What follows belongs to an exercise in optimizing a design on an open flow for small area, a short achievable clock period and few clock cycles per item; a production flow would make more cautious choices. Function was checked by simulation only, so behaviour that the tests miss may differ from the original. Power and IR drop assume default switching activity.

File: flow/run.sh
#!/bin/bash
# synth_recipe.tcl (not shown) runs the flow's synth.tcl, then flattens the netlist and writes it again
# the make line also repeats each setting of config.mk as NAME=value (left out here)
make -C /OpenROAD-flow-scripts/flow DESIGN_CONFIG=/design/flow/config.mk WORK_HOME=/design/flow/orfs CLKGATE_MAP_FILE= SYNTH_SCRIPT=/design/flow/synth_recipe.tcl finish
File: flow/config.mk
export PLATFORM = sky130hd
export DESIGN_NAME = multiplier_seq
export DESIGN_NICKNAME = multiplier_seq
export VERILOG_FILES = /design/flow/design.v
export SDC_FILE = /design/flow/constraint.sdc
export NUM_CORES = 4
export LEC_CHECK = 0
export CAP_MARGIN = 20
export CORE_MARGIN = 2
export CORE_UTILIZATION = 40
export SLEW_MARGIN = 20
File: flow/constraint.sdc
create_clock -name core_clock -period 14.0 [get_ports {CLK_i}]
set_input_delay 2.8000 -clock core_clock [delete_from_list [all_inputs] [get_ports {CLK_i}]]
set_output_delay 2.8000 -clock core_clock [all_outputs]
set_load 0.01 [all_outputs]
File: flow/design.v
`timescale 1ns / 1ps
module multiplier_seq(
        input  logic        RSTN_i,
        input  logic        CLK_i,
        input  logic        EN_i,
        input  logic [31:0] DIN1_i,
        input  logic [31:0] DIN2_i,
        output logic        BUSY_o,
        output logic        VALID_o,
        output logic [63:0] DOUT_o
    );
    reg   [5:0] cntr;
    reg         busy;
    reg         valid;
    reg  [31:0] din1_reg;
    reg  [31:0] din1_mux;
    reg  [31:0] din2_sreg;
    reg  [63:0] calc_sreg;
    wire        c_in;
    wire        c_out;
    wire [32:0] rca_in1;
    wire [32:0] rca_in2;
    wire [32:0] rca_out;    
    always @(posedge CLK_i or negedge RSTN_i) begin
        if (!RSTN_i) begin                           
            din1_reg  <= 32'b0;
            din2_sreg <= 32'b0;
            calc_sreg <= 64'b0;
        end else begin                               
            if (busy) begin                              
                din2_sreg <= {1'b0, din2_sreg[31:1]};        
                calc_sreg <= {rca_out, calc_sreg[31:1]};     
            end else if (EN_i) begin                     
                din1_reg  <= DIN1_i;
                din2_sreg <= DIN2_i;
                calc_sreg <= 64'b0;
            end
        end
    end
    always @(posedge CLK_i or negedge RSTN_i) begin
        if (!RSTN_i) begin               
            busy  <= 1'b0;
            valid <= 1'b0;
            cntr  <= 6'b0;
        end else begin                   
            if (cntr[5]) begin               
                busy  <= 1'b0;
                valid <= 1'b1;
            end else if (EN_i) begin         
                busy  <= 1'b1;
                valid <= 1'b0;
            end
            if (cntr[5]) begin
                cntr <= 0;
            end else if (EN_i || busy) begin
                cntr <= cntr + 1;
            end
        end
    end
    adder_RCA_33b adder(
            .C_i( c_in ), 
            .A_33b_i( rca_in1 ), 
            .B_33b_i( rca_in2 ), 
            .S_33b_o( rca_out ), 
            .C_o( c_out ) 
        );
    assign c_in     = cntr[5] & din2_sreg[0];                                
    assign din1_mux = cntr[5] ? ~din1_reg : din1_reg;                        
    assign rca_in1  = din2_sreg[0] ? {din1_mux[31], din1_mux} : 33'b0;       
    assign rca_in2  = {calc_sreg[63], calc_sreg[63:32]};                     
    assign BUSY_o  = busy;
    assign VALID_o = valid;
    assign DOUT_o  = calc_sreg;
endmodule
module adder_RCA_33b(
        input  logic        C_i,
        input  logic [32:0] A_33b_i,
        input  logic [32:0] B_33b_i,
        output logic [32:0] S_33b_o,
        output logic        C_o
    );
    logic [32:0] carry_out;
    logic [32:0] carry_in;
    assign C_o = carry_out[32];
    assign carry_in = {carry_out[31:0], C_i};
    genvar k;
    generate
        for (k = 0; k <= 32; k++) begin : adders
            carry_adder fa (
                carry_in[k], 
                A_33b_i[k], 
                B_33b_i[k], 
                S_33b_o[k], 
                carry_out[k]
            );
        end
    endgenerate
endmodule
module carry_adder(
        input  logic C_i,
        input  logic A_i,
        input  logic B_i,
        output logic S_o,
        output logic C_o
    );
    logic and1;
    logic and2;
    logic xor1;
    logic xor2;
    assign and1 = A_i & B_i;
    assign xor1 = A_i ^ B_i;
    assign and2 = C_i & xor1;
    assign S_o  = C_i ^ xor1;
    assign C_o  = and1 | and2;
endmodule
==> out/results.txt <==
CTS Buf Count: 17
worst path arrival time: 13.93 ns
worst setup path start: cntr[5]$_DFF_PN0_
register area share after synthesis: 0.496
count of final hold-check violations: 0
Fmax: 73.1 MHz
# IOs: 133
mean post-synth cell area: 10.6 um2
worst rel slew slack: 0.347
worst hold margin: 0.480 ns
DR WL/cell: 15.3 um
critical path class: flop to flop
global-route wire length before repair: 24400 um
worst-margin pin slew: 0.978 ns
Final min period: 13.68 ns
Root Buffer: clkbuf_16
Inst Count DP: 931
CTS Buffer Depth: 2
Worst Skew: 0.00768 ns
CTS tree: yes
period utilization: 0.977
Starting Density: 0.412
chip height: 135 um
Area Overhead vs Synth: 27.5%
DRT Pass-1 Iters: 4
clk sink count: 136
Crit path top cell by count: fa_2
pwr dens: 227 nW/um2
Synth async-reset ratio: 1.00
Max H-tree Level: 4
commonest cells after routing, fill and taps aside: 157 x nand2_1, 134 x dfrtp_1, 130 x clkdlybuf4s50_1
Total Wirelength: 14700 um
LEAKAGE: 3.76 nW
Die X-Extent: 135 um
Max Cap Viol: 0
Post-layout nets: 830
Tot Pwr: 1.98 mW
fillcell total: 1469
register-to-register setup slack: 0.32 ns
Port Buffer Count: 132
die area: 18200 um2
hpwl dp: 9630 um
EDFF count, synth: 0
worst endpoint required time: 14.25 ns
Critical R2R Capture: calc_sreg[62]$_DFFE_PN0N_
post-route ant nets: 0
Critical Path Sink: calc_sreg[62]$_DFFE_PN0N_
ANT cells: 0
Worst path slowest cell: fa_1
Max VDD drop: 0.000102 V
Main synth FF type: dfrtp_1
clk slew on worst S/H paths: 0.06 ns
ranking of synthesized cells by area: dfrtp_1 50%, fa_1 9.3%, nand2_1 8.6%, mux2_1 4.9%, mux2i_1 4.7%
Warnings, synthesis: 2
Mapped Cells: 646
startpoint types: flop
CP peak stage delay: 0.54 ns
total global-route track usage: 0.170
most common cell after layout, fill and taps aside: nand2_1
clock latency on the worst-skew pair: 0.41 ns
Post-CTS Setup Repair Bufs: 0
Synth Register Bits: 136
peak fanout along the critical path: 2
DR vias: 4615
Cell Rows: 47
vias in the first global route: 4733
Crit. End Element: flop
r2r worst-path depth: 35
max FFs per register: 64
Core Area: 16600 um2
final setup TNS: 0 ns
Post-Layout Cell Count: 963
largest net degree at the start of global routing: 103
RSZ-0062 raised after global routing: no
Cell Area, Synth: 6860 um2
Mapped Nets: 746
Final Setup Violations: 0
Slew Limit Fails: 0
gpl congestion: 0.762
Yosys cell types: 27
cts-stage hold buffer count: 0
FF-to-FF Start: cntr[5]$_DFF_PN0_
Avg Vias per Cell: 4.79
Min-Delay Path Class: flop to flop
Yosys top cell by area: dfrtp_1
total global routing overflow: 0
top cell type's share of synthesized area: 0.496
initial antenna violation count: 0
status: finished clean
fraction of layout cells with a size suffix above 1: 0.109
final routed DRC violation total: 0
initial drt markers: 212
## worst min-delay path by stage
| stage | start | to | slack, ns | cells after the start |
|---|---|---|---|---|
| final | din2_sreg[20]$_DFFE_PN0N_ | din2_sreg[19]$_DFFE_PN0N_ | 0.48 | 2 |
| after global routing | din2_sreg[25]$_DFFE_PN0N_ | din2_sreg[24]$_DFFE_PN0N_ | 0.51 | 2 |
| after CTS | din2_sreg[20]$_DFFE_PN0N_ | din2_sreg[19]$_DFFE_PN0N_ | 0.49 | 2 |
| after detailed placement | din2_sreg[30]$_DFFE_PN0N_ | din2_sreg[29]$_DFFE_PN0N_ | 0.47 | 2 |
| after global placement | din2_sreg[27]$_DFFE_PN0N_ | din2_sreg[26]$_DFFE_PN0N_ | 0.46 | 2 |
| after floorplan | din2_sreg[1]$_DFFE_PN0N_ | din2_sreg[0]$_DFFE_PN0N_ | 0.45 | 2 |
## Yosys cell counts (2+ instances only)
master / number
a22o_1: 2
buf_2: 23
buf_4: 36
buf_6: 3
clkbuf_1: 12
dfrtp_1: 136
fa_1: 32
inv_1: 31
inv_2: 2
mux2_1: 30
mux2_2: 2
mux2i_1: 32
nand2_1: 157
nor2_1: 6
nor2_4: 2
o2111ai_1: 2
o21ai_0: 58
o21ai_1: 8
o22ai_1: 29
xor2_1: 36
## per-stage QoR
step	area, um2	worst slack, ns	utilization
after floorplan	6940	0.0274	-
after global placement	8120	0.0648	0.488
after detailed placement	8120	-0.128	0.488
after CTS	8740	0.0411	0.525
after global routing	8750	0.0167	0.526
final	8750	0.323	0.526
## power breakdown
part / internal (mW) / switching [mW] / total, mW / leakage [nW]
logic: 0.421 / 0.380 / 0.800 / 1.79
registers: 0.584 / 0.138 / 0.722 / 1.68
clock network: 0.286 / 0.173 / 0.459 / 0.289
## routing by layer
metal,up-vias,global-route usage,share of wire
met5,-,0,0
met4,0,0.0376,0.0065
met3,6,0.0428,0.040
met2,84,0.296,0.52
met1,2282,0.216,0.43
li1,2243,-,-
## final cells by class
type | instances | area, um2 | area share
repair buffers | 140 | 1390 | 0.159
clock inverters | 14 | 174 | 0.0199
flip-flops and latches | 136 | 3410 | 0.389
multi-input cells | 402 | 2940 | 0.336
clock buffers | 18 | 439 | 0.0502
inverters | 33 | 124 | 0.0142
well taps | 220 | 275 | 0.0315
## worst max-delay path, delay by kind of cell (launching register included)
family | cells | cell delay [ns]
XOR/XNOR | 1 | 0.15
flip-flops | 1 | 0.41
adder cells (fa/ha/maj) | 32 | 12.75
AND/OR/NAND/NOR | 1 | 0.11
AO/OA/AOI/OAI | 1 | 0.07
## repair_timing
action | 4_1_cts | 5_1_grt
hold endpoints to repair | 0 | 0
gates resized for setup | 2 | 0
pin swaps | 3 | 5
endpoints found under the setup margin | 2 | 2
gates cloned | 0 | 0
## logic make-up (layout without fill, tap and decap cells)
logic type | count (synthesis) | in the layout | share of synthesized area
buffers and inverters | 108 | 205 | 0.0863
DFF | 136 | 136 | 0.496
adders and majority gates | 33 | 33 | 0.0952
muxes | 64 | 64 | 0.0993
xor gates and xnor gates | 36 | 36 | 0.0460
AOI/OAI and AO/OA | 101 | 101 | 0.0816
and+or+nand+nor | 168 | 168 | 0.0954
Testbench counts, summed over its fixed seeds: cycles 52,800, items 1,600.

-- afterwards: timing with drivers on the ports --
No port has a modelled driver above. Below, the same layout with a new extraction and two added sets of constraints. Step 1 (the two cells are an assumption about what drives the block):
set clk [get_ports {CLK_i}]
set_driving_cell -lib_cell sky130_fd_sc_hd__clkbuf_16 $clk
set_driving_cell -lib_cell sky130_fd_sc_hd__buf_2 [delete_from_list [all_inputs] $clk]
Step 2 adds t to the input delays and takes it off the output delays; t is the mean of the earliest and latest rising clock arrival at the registers after step 1. Input paths then give back, and output paths get back, about the clock's delay inside the block. Slacks: ideal ports / drivers / drivers and shift; pairs: ideal ports / drivers.
shift t [ns]: 0.446
setup slack, ns: 0.323 / 0.323 / 0.323
hold slack, ns: 0.480 / 0.480 / 0.480
worst register clock-pin slew, ns: 0.06 / 0.06
After both steps setup and hold are still met in this run. The setup slack of this run moves by 0.000 ns with the drivers and by 0.000 ns with both steps.
